This design comes from an exercise in tuning for small area, a short achievable clock period and few clock cycles on the open sky130 flow, not from production work. The RTL of this run was laid out without a check of its function. The clock port is modelled as an ideal driver, which makes a skipped or thinned clock tree look cheaper than it is; a real chip needs a root buffer or a tree. Power is estimated from default activity; no workload was simulated.

==> flow/design.v <==
module axi_data_width_downsizer #(
	parameter			DATA_WIDTH_FROM	= 64,
	parameter			DATA_WIDTH_TO	= 8,
	parameter	byte	TID_WIDTH		= 1,
	parameter	byte	TDEST_WIDTH		= 1,
	parameter	byte	TUSER_WIDTH		= 1,
	parameter	bit		TID_EN			= 0,
	parameter	bit		TDEST_EN		= 0,
	parameter	bit		TUSER_EN		= 0
)(
	input logic aclk,
	input logic areset_n,
	output	logic								s_axis_tready,
	input	logic								s_axis_tvalid,
	input	logic [DATA_WIDTH_FROM - 1:0]		s_axis_tdata,
	input	logic [DATA_WIDTH_FROM / 8 - 1:0]	s_axis_tkeep,
	input	logic								s_axis_tlast,
	input	logic [TID_WIDTH - 1:0]				s_axis_tid,
	input	logic [TDEST_WIDTH - 1:0]			s_axis_tdest,
	input	logic [TUSER_WIDTH - 1:0]			s_axis_tuser,
	input	logic								m_axis_tready,
	output	logic								m_axis_tvalid,
	output	logic [DATA_WIDTH_TO - 1:0]			m_axis_tdata,
	output	logic [DATA_WIDTH_TO / 8 - 1:0]		m_axis_tkeep,
	output	logic								m_axis_tlast,
	output	logic [TID_WIDTH - 1:0]				m_axis_tid,
	output	logic [TDEST_WIDTH - 1:0]			m_axis_tdest,
	output	logic [TUSER_WIDTH - 1:0]			m_axis_tuser
);
localparam	COUNT	= DATA_WIDTH_FROM / DATA_WIDTH_TO;
localparam	KW		= DATA_WIDTH_TO / 8;
logic								b_valid;
logic [COUNT - 1:0]					b_sel;
logic								b_end;		 
logic								b_tlast;	 
logic [DATA_WIDTH_FROM - 1:0]		b_data;
logic [DATA_WIDTH_FROM / 8 - 1:0]	b_keep;
logic								b_last;
logic								s_ready_q;	 
logic [COUNT - 1:0]					b_pend;
logic [COUNT - 1:0]					b_npend;
logic [COUNT - 1:0]					b_pend_n;
logic								o_empty;	 
logic								o_valid_q;	 
logic [DATA_WIDTH_TO - 1:0]			o_data;
logic [KW - 1:0]					o_keep;
logic								o_last;
logic								o_load;
logic [COUNT - 1:0]					chunk_end;	 
logic [COUNT - 1:0]					chunk_last;	 
logic [COUNT - 1:0]					b_sel_up;	 
logic								s_end;		 
logic								s_end1;		 
logic								s_last1;	 
logic [DATA_WIDTH_TO - 1:0]			n_data;
logic [KW - 1:0]					n_keep;
logic								n_last;
logic								g_in;
logic [COUNT - 1:0]					g_sel;
logic								b_valid_n;
logic								o_valid_n;
logic [COUNT - 1:0]					b_sel_n;
logic								b_end_n;
logic								b_tlast_n;
assign s_axis_tready = s_ready_q;
assign m_axis_tvalid = o_valid_q;
assign m_axis_tdata  = o_data;
assign m_axis_tkeep  = o_keep;
assign m_axis_tlast  = o_last;
assign m_axis_tid    = '0;
assign m_axis_tdest  = '0;
assign m_axis_tuser  = '0;
assign o_load = o_empty || m_axis_tready;
always_comb begin
	for (int j = 0; j < COUNT - 1; j++) begin
		chunk_end[j]  = (b_keep[(j + 1) * KW +: KW] == '0);
		chunk_last[j] = chunk_end[j];
	end
	chunk_end[COUNT - 1]  = 1'b1;
	chunk_last[COUNT - 1] = b_last;
end
assign b_sel_up = b_sel << 1;
assign s_end   = (COUNT == 1) || (s_axis_tkeep[KW +: KW] == '0);
assign s_end1  = (COUNT <= 2) || (s_axis_tkeep[2 * KW +: KW] == '0);
assign s_last1 = (COUNT == 2) ? s_axis_tlast : s_end1;
assign g_in  = o_load && s_ready_q;
assign g_sel = o_load ? b_sel : '0;
always_comb begin
	n_data = {DATA_WIDTH_TO{g_in}} & s_axis_tdata[DATA_WIDTH_TO - 1:0];
	n_keep = {KW{g_in}} & s_axis_tkeep[KW - 1:0];
	n_last = (g_in & (COUNT == 1 ? s_axis_tlast : s_end)) | (o_load & b_valid & b_tlast);
	for (int j = 0; j < COUNT; j++) begin
		n_data = n_data | ({DATA_WIDTH_TO{g_sel[j]}} & b_data[j * DATA_WIDTH_TO +: DATA_WIDTH_TO]);
		n_keep = n_keep | ({KW{g_sel[j]}} & b_keep[j * KW +: KW]);
	end
end
always_comb begin
	b_end_n   = b_end;
	b_tlast_n = b_tlast;
	b_pend_n  = b_pend;
	if (b_valid) begin
		o_valid_n = 1'b1;
		if (o_load) begin
			b_valid_n = !b_end;
			b_sel_n   = b_end ? '0 : b_sel_up;
			b_pend_n  = b_end ? '0 : (b_pend & ~b_sel);
			b_end_n   = |(b_sel_up & chunk_end);
			b_tlast_n = |(b_sel_up & chunk_last);
		end else begin
			b_valid_n = 1'b1;
			b_sel_n   = b_sel;
		end
	end else begin
		o_valid_n = s_axis_tvalid;
		if (o_load) begin
			b_valid_n = s_axis_tvalid && !s_end;
			b_sel_n   = (s_axis_tvalid && !s_end) ? COUNT'(2) : '0;
			b_pend_n  = (s_axis_tvalid && !s_end) ? {{(COUNT - 1){1'b1}}, 1'b0} : '0;
			b_end_n   = s_end1;
			b_tlast_n = s_last1;
		end else begin
			b_valid_n = s_axis_tvalid;
			b_sel_n   = s_axis_tvalid ? COUNT'(1) : '0;
			b_pend_n  = {COUNT{s_axis_tvalid}};
			b_end_n   = s_end;
			b_tlast_n = (COUNT == 1) ? s_axis_tlast : s_end;
		end
	end
end
always_ff @(posedge aclk) begin
	if (!areset_n) begin
		b_valid   <= 1'b0;
		s_ready_q <= 1'b1;
		b_sel     <= '0;
		b_pend    <= '0;
		b_npend   <= '1;
		o_empty   <= 1'b1;
		o_valid_q <= 1'b0;
	end else begin
		b_valid   <= b_valid_n;
		s_ready_q <= !b_valid_n;
		b_sel     <= b_sel_n;
		b_pend    <= b_pend_n;
		b_npend   <= ~b_pend_n;
		if (o_load) begin
			o_empty   <= !o_valid_n;
			o_valid_q <= o_valid_n;
		end
	end
end
always_ff @(posedge aclk) begin
	b_end   <= b_end_n;
	b_tlast <= b_tlast_n;
end
always_ff @(posedge aclk) begin
	for (int j = 0; j < COUNT; j++) begin
		b_data[j * DATA_WIDTH_TO +: DATA_WIDTH_TO] <=
			({DATA_WIDTH_TO{b_npend[j]}} & s_axis_tdata[j * DATA_WIDTH_TO +: DATA_WIDTH_TO]) |
			({DATA_WIDTH_TO{b_pend[j]}} & b_data[j * DATA_WIDTH_TO +: DATA_WIDTH_TO]);
		b_keep[j * KW +: KW] <=
			({KW{b_npend[j]}} & s_axis_tkeep[j * KW +: KW]) |
			({KW{b_pend[j]}} & b_keep[j * KW +: KW]);
	end
	b_last <= (b_npend[COUNT - 1] & s_axis_tlast) | (b_pend[COUNT - 1] & b_last);
end
always_ff @(posedge aclk) begin
	o_data <= n_data | ({DATA_WIDTH_TO{!o_load}} & o_data);
	o_keep <= n_keep | ({KW{!o_load}} & o_keep);
	o_last <= n_last | (!o_load & o_last);
end
endmodule
module axi_data_width_converter_top #(
	parameter		SLAVE_DATA_WIDTH	= 256,
	parameter		MASTER_DATA_WIDTH	= 32,
	parameter byte	TID_WIDTH			= 1, 
	parameter byte	TDEST_WIDTH			= 1,
	parameter byte	TUSER_WIDTH			= 1,
	parameter bit	TID_EN				= 0,
	parameter bit	TDEST_EN			= 0,
	parameter bit	TUSER_EN			= 0
)(
	input logic aclk,
	input logic areset_n,
	output	logic								s_axis_tready,
	input	logic								s_axis_tvalid,
	input	logic [SLAVE_DATA_WIDTH - 1:0]		s_axis_tdata,
	input	logic [SLAVE_DATA_WIDTH / 8 - 1:0]	s_axis_tkeep,
	input	logic								s_axis_tlast,
	input	logic [TID_WIDTH - 1:0]				s_axis_tid,
	input	logic [TDEST_WIDTH - 1:0]			s_axis_tdest,
	input	logic [TUSER_WIDTH - 1:0]			s_axis_tuser,
	input	logic								m_axis_tready,
	output	logic								m_axis_tvalid,
	output	logic [MASTER_DATA_WIDTH - 1:0]		m_axis_tdata,
	output	logic [MASTER_DATA_WIDTH / 8 - 1:0]	m_axis_tkeep,
	output	logic								m_axis_tlast,
	output	logic [TID_WIDTH - 1:0]				m_axis_tid,
	output	logic [TDEST_WIDTH - 1:0]			m_axis_tdest,
	output	logic [TUSER_WIDTH - 1:0]			m_axis_tuser
);
axi_data_width_downsizer #(
		.DATA_WIDTH_FROM(SLAVE_DATA_WIDTH),
		.DATA_WIDTH_TO(MASTER_DATA_WIDTH),
		.TID_WIDTH(TID_WIDTH),
		.TDEST_WIDTH(TDEST_WIDTH),
		.TUSER_WIDTH(TUSER_WIDTH),
		.TID_EN(TID_EN),
		.TDEST_EN(TDEST_EN),
		.TUSER_EN(TUSER_EN)
	) downsizer(
		.aclk(aclk),
		.areset_n(areset_n),
		.s_axis_tid(s_axis_tid),
		.s_axis_tdest(s_axis_tdest),
		.s_axis_tuser(s_axis_tuser),
		.m_axis_tid(m_axis_tid),
		.m_axis_tdest(m_axis_tdest),
		.m_axis_tuser(m_axis_tuser),
		.s_axis_tready(s_axis_tready),
		.s_axis_tvalid(s_axis_tvalid),
		.s_axis_tkeep(s_axis_tkeep),
		.s_axis_tdata(s_axis_tdata),
		.s_axis_tlast(s_axis_tlast),
		.m_axis_tready(m_axis_tready),
		.m_axis_tvalid(m_axis_tvalid),
		.m_axis_tdata(m_axis_tdata),
		.m_axis_tkeep(m_axis_tkeep),
		.m_axis_tlast(m_axis_tlast)
	);
endmodule
==> flow/flow/run.sh <==
#!/bin/bash
# Standard layout, with the port buffers made from the smallest plain buffer
# and the top of the clock tree rebuilt after CTS (flow/post_cts.tcl).
set -euo pipefail
export BUFFER_PORTS_ARGS="-buffer_cell sky130_fd_sc_hd__buf_1"
export POST_CTS_TCL="$PWD/flow/post_cts.tcl"
bash standard.sh > standard.log 2>&1
==> flow/flow/post_cts.tcl <==
# Rebuild the top of the clock tree that CTS built: keep CTS's leaf buffers
# (each drives one cluster of flip-flops), drop the buffers above them and
# the dummy loads, and drive the leaves from a few root buffers, each placed
# at the centre of its group of leaves and driven by the clock port.
set nroots 4
if {[info exists ::env(CLK_ROOTS)]} { set nroots $::env(CLK_ROOTS) }
set block [ord::get_db_block]
set port_net [$block findNet aclk]
set master [[ord::get_db] findMaster sky130_fd_sc_hd__clkbuf_16]

# the leaf buffers: clock buffers that drive at least one flip-flop
set leaves {}
set upper {}
foreach inst [$block getInsts] {
  set name [$inst getName]
  if {[string match "clkload*" $name]} { odb::dbInst_destroy $inst; continue }
  if {![string match "clkbuf_*" $name]} continue
  set onet [[$inst findITerm X] getNet]
  set drives_ff 0
  foreach it [$onet getITerms] {
    if {[string match "*_*" [[$it getInst] getName]] && [[$it getMTerm] getName] eq "CLK"} { set drives_ff 1; break }
  }
  if {$drives_ff} { lappend leaves $inst } else { lappend upper $inst }
}
foreach inst $upper {
  set onet [[$inst findITerm X] getNet]
  odb::dbInst_destroy $inst
  if {$onet ne "NULL" && [llength [$onet getITerms]] == 0} { odb::dbNet_destroy $onet }
}
foreach inst $leaves {
  set it [$inst findITerm A]
  set n [$it getNet]
  $it disconnect
  if {$n ne "NULL" && $n ne $port_net && [llength [$n getITerms]] == 0 && [llength [$n getBTerms]] == 0} { odb::dbNet_destroy $n }
}
puts "clock tree: [llength $leaves] leaf buffers kept, [llength $upper] upper buffers removed"

# group the leaves by k-means on their locations
proc center {inst} {
  set b [$inst getBBox]
  return [list [expr {([$b xMin] + [$b xMax]) / 2}] [expr {([$b yMin] + [$b yMax]) / 2}]]
}
set pts {}
foreach inst $leaves { lappend pts [center $inst] }
set n [llength $pts]
set cents {}
set sorted [lsort -integer -index 0 $pts]
for {set k 0} {$k < $nroots} {incr k} {
  lappend cents [lindex $sorted [expr {($k * $n + $n / 2) / $nroots}]]
}
for {set iter 0} {$iter < 30} {incr iter} {
  set assign {}
  foreach p $pts {
    set best 0; set bd -1
    for {set k 0} {$k < $nroots} {incr k} {
      set c [lindex $cents $k]
      set d [expr {abs([lindex $p 0] - [lindex $c 0]) + abs([lindex $p 1] - [lindex $c 1])}]
      if {$bd < 0 || $d < $bd} { set bd $d; set best $k }
    }
    lappend assign $best
  }
  set new {}
  for {set k 0} {$k < $nroots} {incr k} {
    set sx 0; set sy 0; set c 0
    foreach p $pts a $assign { if {$a == $k} { incr sx [lindex $p 0]; incr sy [lindex $p 1]; incr c } }
    if {$c} { lappend new [list [expr {$sx / $c}] [expr {$sy / $c}]] } else { lappend new [lindex $cents $k] }
  }
  set cents $new
}
for {set k 0} {$k < $nroots} {incr k} {
  set members {}
  foreach inst $leaves a $assign { if {$a == $k} { lappend members $inst } }
  if {![llength $members]} continue
  set root [odb::dbInst_create $block $master "clkbuf_root_${k}_aclk"]
  set c [lindex $cents $k]
  $root setLocation [lindex $c 0] [lindex $c 1]
  $root setPlacementStatus PLACED
  set rnet [odb::dbNet_create $block "clknet_root_${k}_aclk"]
  $rnet setSigType CLOCK
  [$root findITerm A] connect $port_net
  [$root findITerm X] connect $rnet
  foreach inst $members { [$inst findITerm A] connect $rnet }
  puts "root $k at $c drives [llength $members] leaves"
}
# power pins of the new cells
foreach inst [$block getInsts] {
  if {![string match "clkbuf_root_*" [$inst getName]]} continue
  foreach it [$inst getITerms] {
    set m [[$it getMTerm] getName]
    if {$m eq "VPWR" || $m eq "VPB"} { $it connect [$block findNet VDD] }
    if {$m eq "VGND" || $m eq "VNB"} { $it connect [$block findNet VSS] }
  }
}
detailed_placement
estimate_parasitics -placement
report_clock_latency
repair_timing_helper
detailed_placement
check_placement -verbose
==> flow/standard.sh <==
#!/bin/bash
# synth_recipe.tcl (not shown) runs the flow's synth.tcl, then flattens the netlist and writes it again
# the make line also repeats each setting of config.mk as NAME=value (left out here)
make -C /OpenROAD-flow-scripts/flow DESIGN_CONFIG=/design/flow/config.mk WORK_HOME=/design/flow/orfs CLKGATE_MAP_FILE= SYNTH_SCRIPT=/design/flow/synth_recipe.tcl "${@:-finish}"
==> flow/config.mk <==
export PLATFORM = sky130hd
export DESIGN_NAME = axi_data_width_converter_top
export DESIGN_NICKNAME = axi_data_width_converter_top
export VERILOG_FILES = /design/flow/design.v
export SDC_FILE = /design/flow/constraint.sdc
export NUM_CORES = 4
export LEC_CHECK = 0
export CAP_MARGIN = 20
export CORE_MARGIN = 2
export CORE_UTILIZATION = 55
export CTS_CLUSTER_DIAMETER = 150
export CTS_CLUSTER_SIZE = 20
export SETUP_SLACK_MARGIN = 2.4
export SLEW_MARGIN = 20
==> flow/constraint.sdc <==
create_clock -name core_clock -period 4.0 [get_ports {aclk}]
set_input_delay 0.8000 -clock core_clock [delete_from_list [all_inputs] [get_ports {aclk}]]
set_output_delay 0.8000 -clock core_clock [all_outputs]
set_load 0.01 [all_outputs]
==> summary.txt <==
Status
  • Status: no timing/DRC/antenna violations

STA
  • Final worst path period need: between 1500 and 2000 ps
  • Tcrit/Tclk final: a little under half
  • Hold violation count in the final report: 0
  • Final Max Tran Viols: 0
  • Final setup TNS: 0 ps
  • WHS: 475 ps
  • Setup Skew: 30.9 ps
  • Final setup fails: 0
  • Fmax: 545 MHz
  • Rel. slew slack: 21.9%
  • Worst Tran Pin Value: 1170 ps
  • RSZ-0062 raised after global routing: yes

Yosys
  • Mapped cell area: 12400 um2
  • Synthesized instance count: 1116
  • Syn Area/Cell: around 11 um2
  • Flops & latches, synth: 356
  • Simple-gate share of the synthesized area: approximately 6.0%
  • Synth Area in XOR/XNOR: 0%
  • Largest family of logic cells by synthesized area: compound AO/OA/AOI/OAI gates
  • Post-synth cell types: 40
  • YS warnings: 1
  • Fraction of the yosys area taken by sequential cells: a little under three fifths
  • Post-synthesis mux area share: 0%
  • Post-Synth Adder-Cell Area: 0%
  • Compound-gate portion of the synthesized area: 32.7%

Worst setup path
  • Cell class contributing the biggest share of worst-path delay: simple AND/OR/NAND/NOR gates
  • WS Path Type: in -> reg
  • Buffers & Inverters on Critical Path: 3
  • CP max stage cell: or2_4
  • Crit path DAT: 2040 ps
  • WP data required: 4200 ps
  • Crit path largest cell delay: 270 ps
  • Critical Path Fanout Max: 7
  • Startpoint types: primary input
  • CP dominant cell by count: buf_12
  • Cell-by-cell listing of the critical path: buf_12 -> or2_4 -> buf_12 -> a21oi_4 -> buf_4 -> a21oi_2 -> or2_1
  • Worst Setup End Kind: register

Routing
  • 1st-iter DRT viols: 1262
  • Vias per inst: 6.83
  • WL per Instance: between 20 and 30 um
  • Vias: roughly 12000
  • Final ANT Viol Nets: 0
  • Routed WL: 48400 um
  • Drt pass-1 iters: 6
  • Residual DRC: 0

Global routing
  • Met3 Track Usage GR: roughly a tenth
  • Largest net degree at the start of global routing: 41
  • Routing usage on met2: 61.1%
  • Total track usage: 39.3%
  • Antenna violations before repair: 5
  • M1 GR Usage: 52.2%
  • GR peak layer: met2
  • First-pass GRT wire length: 70700 um
  • Overflow after GRT: 0
  • Vias in the first global route: 11551

Hold path
  • Min-Delay Path Class: reg -> reg

Placement
  • IO Port Bufs: around 330
  • DP Cell Count: 1628
  • Hpwl dp: between 20000 and 30000 um
  • GP Congestion: 0.794

Floorplan
  • FP Rows: 55
  • Num ports: 338
  • Die Area: 23800 um2
  • Core area: 22400 um2
  • Die Span X: 154 um
  • Initial core utilization: a little under three fifths
  • Die H: ~150 um

Clock tree
  • Skew-Pair Late Insertion Delay: 330 ps
  • Clk pin slew, worst setup/hold paths: around 90 ps
  • Clock Sinks: 356

Run
  • Number of max-cap violations: 0

Layout
  • Area Growth Syn to Fin: 28.2%
  • Layout fillers: 1735
  • Post-Route Utilization: 71.1%
  • Layout cells sized above 1: a little over a fifth
  • Layout Cells excl Fill: 1721
  • Fin nets: 1727

Power
  • Power per cell area: 465 nW/um2
  • Max VDD drop: 0.353 mV
  • Total chip power: 7.42 mW
  • Pleak: slightly above 6 nW
==> stage by stage <==
stage | setup slack [ps] | instance area (um2)
5_1_grt | 2150 | 15900
6_report | 2170 | 15900
3_5_place_dp | 1350 | 13900
3_3_place_gp | 1400 | 13900
2_1_floorplan | 2180 | 12700
==> layout make-up, without the clock buffers <==
| class | instances | area (um2) | area share [%] |
|---|---|---|---|
| repair buffers | 398 | 2440 | 15.3 |
| diodes | 8 | 20.0 | 0.126 |
| well taps | 285 | 357 | 2.24 |
| multi-input cells | 650 | 5330 | 33.4 |
| flip-flops and latches | 356 | 7240 | 45.4 |
| inverters | 2 | 7.51 | 0.0471 |
| plain buffers | 4 | 100 | 0.628 |
==> synth_stat cells, drive strengths merged <==
library cell | n | area share (%)
or2 | 8 | 0.40
and2 | 6 | 0.30
nand3b | 6 | 0.36
conb | 1 | 0.030
o31ai | 1 | 0.060
dfxtp | 354 | 57
clkbuf | 85 | 2.6
a22o | 289 | 20
nand3 | 43 | 1.7
edfxtp | 2 | 0.48
o21a | 1 | 0.060
a221oi | 1 | 0.070
a41oi | 2 | 0.14
buf | 31 | 1.2
a211oi | 1 | 0.060
o21ai | 39 | 1.6
o221ai | 1 | 0.21
and3 | 1 | 0.050
or3 | 1 | 0.050
or4 | 1 | 0.060
and4 | 1 | 0.070
a22oi | 108 | 6.5
a21boi | 2 | 0.15
nand2 | 39 | 1.2
nand4 | 15 | 0.75
a21oi | 16 | 0.67
a222oi | 36 | 2.9
nand2b | 1 | 0.050
inv | 2 | 0.060
nor2 | 15 | 0.47
nor4 | 7 | 0.47
==> final timing paths <==
kind                                                     start                               to  slack [ps]  depth (start not counted)
worst min-delay path              downsizer.b_data[69]$_DFF_P_     downsizer.b_data[69]$_DFF_P_         480                          1
worst min register to register    downsizer.b_data[69]$_DFF_P_     downsizer.b_data[69]$_DFF_P_         480                          1
worst max register to register  downsizer.b_pend[6]$_SDFF_PN0_  downsizer.b_npend[6]$_SDFF_PN1_        2240                          2
worst max-delay path                             m_axis_tready  downsizer.b_npend[3]$_SDFF_PN1_        2170                          7
==> routing by layer <==
metal / vias to the layer above / wire [um]
li1: 5033 / -
met1: 5754 / 19000
met2: 815 / 21600
met3: 144 / 5680
met4: 0 / 2150
met5: - / 0
==> power breakdown <==
group | total (mW) | switching [mW] | internal (mW)
combinational | 0.932 | 0.362 | 0.571
sequential | 4.39 | 0.451 | 3.94
clock | 2.10 | 1.11 | 0.988
==> flip-flops by register name (all words and copies together), names as in the netlist, 4 cells and up <==
signal,cells
downsizer.b_data,256
downsizer.b_keep,32
downsizer.b_npend,8
downsizer.b_pend,8
downsizer.b_sel,8
downsizer.o_data,32
downsizer.o_keep,4
==> cell usage in the layout, fill, tap and decap left out, types with 7 or more instances in the layout <==
cell       count
o21ai_0       13
buf_4         38
nand2_1       36
buf_16         7
and2_4         8
dfxtp_4        7
o21ai_1       11
or2_1          7
a21oi_1       12
o21ai_2       14
a22o_1       289
nor2_1         7
nand3_1       41
dfxtp_1      292
diode_2        8
buf_6         48
buf_1        286
dfxtp_2       55
a22oi_1       52
clkbuf_16     22
a222oi_1      36
buf_12        13
a22oi_2       56
nand4_1       15
==> logic make-up after synthesis <==
logic type,count (synthesis)
other,1
AOI/OAI and AO/OA,497
DFF,356
and+or+nand+nor,144
buffers and inverters,118

-- static timing again, ports no longer ideal --
The results above use ideal ports. As a check the final layout listed here was re-extracted and re-timed, cells and wires unchanged.
Step 1 assumes that a clkbuf_16 drives the clock port and a buf_2 every other input.
Step 2, shift: input delay + t, output delay - t, t = (earliest + latest rising clock arrival at the registers) / 2. This alone moves slack from input paths to output paths.
a / b / c = no drivers / after step 1 / after step 2; a / b = the first two.
t, ns: 0.419
slack for setup (ns): 2.167 / 2.225 / 1.805
worst slew at a driven data input, ns: 0.09
After both steps setup and hold are still met in this run. For this run, drivers alone change the setup slack by +0.058 ns; drivers and shift together by -0.362 ns.
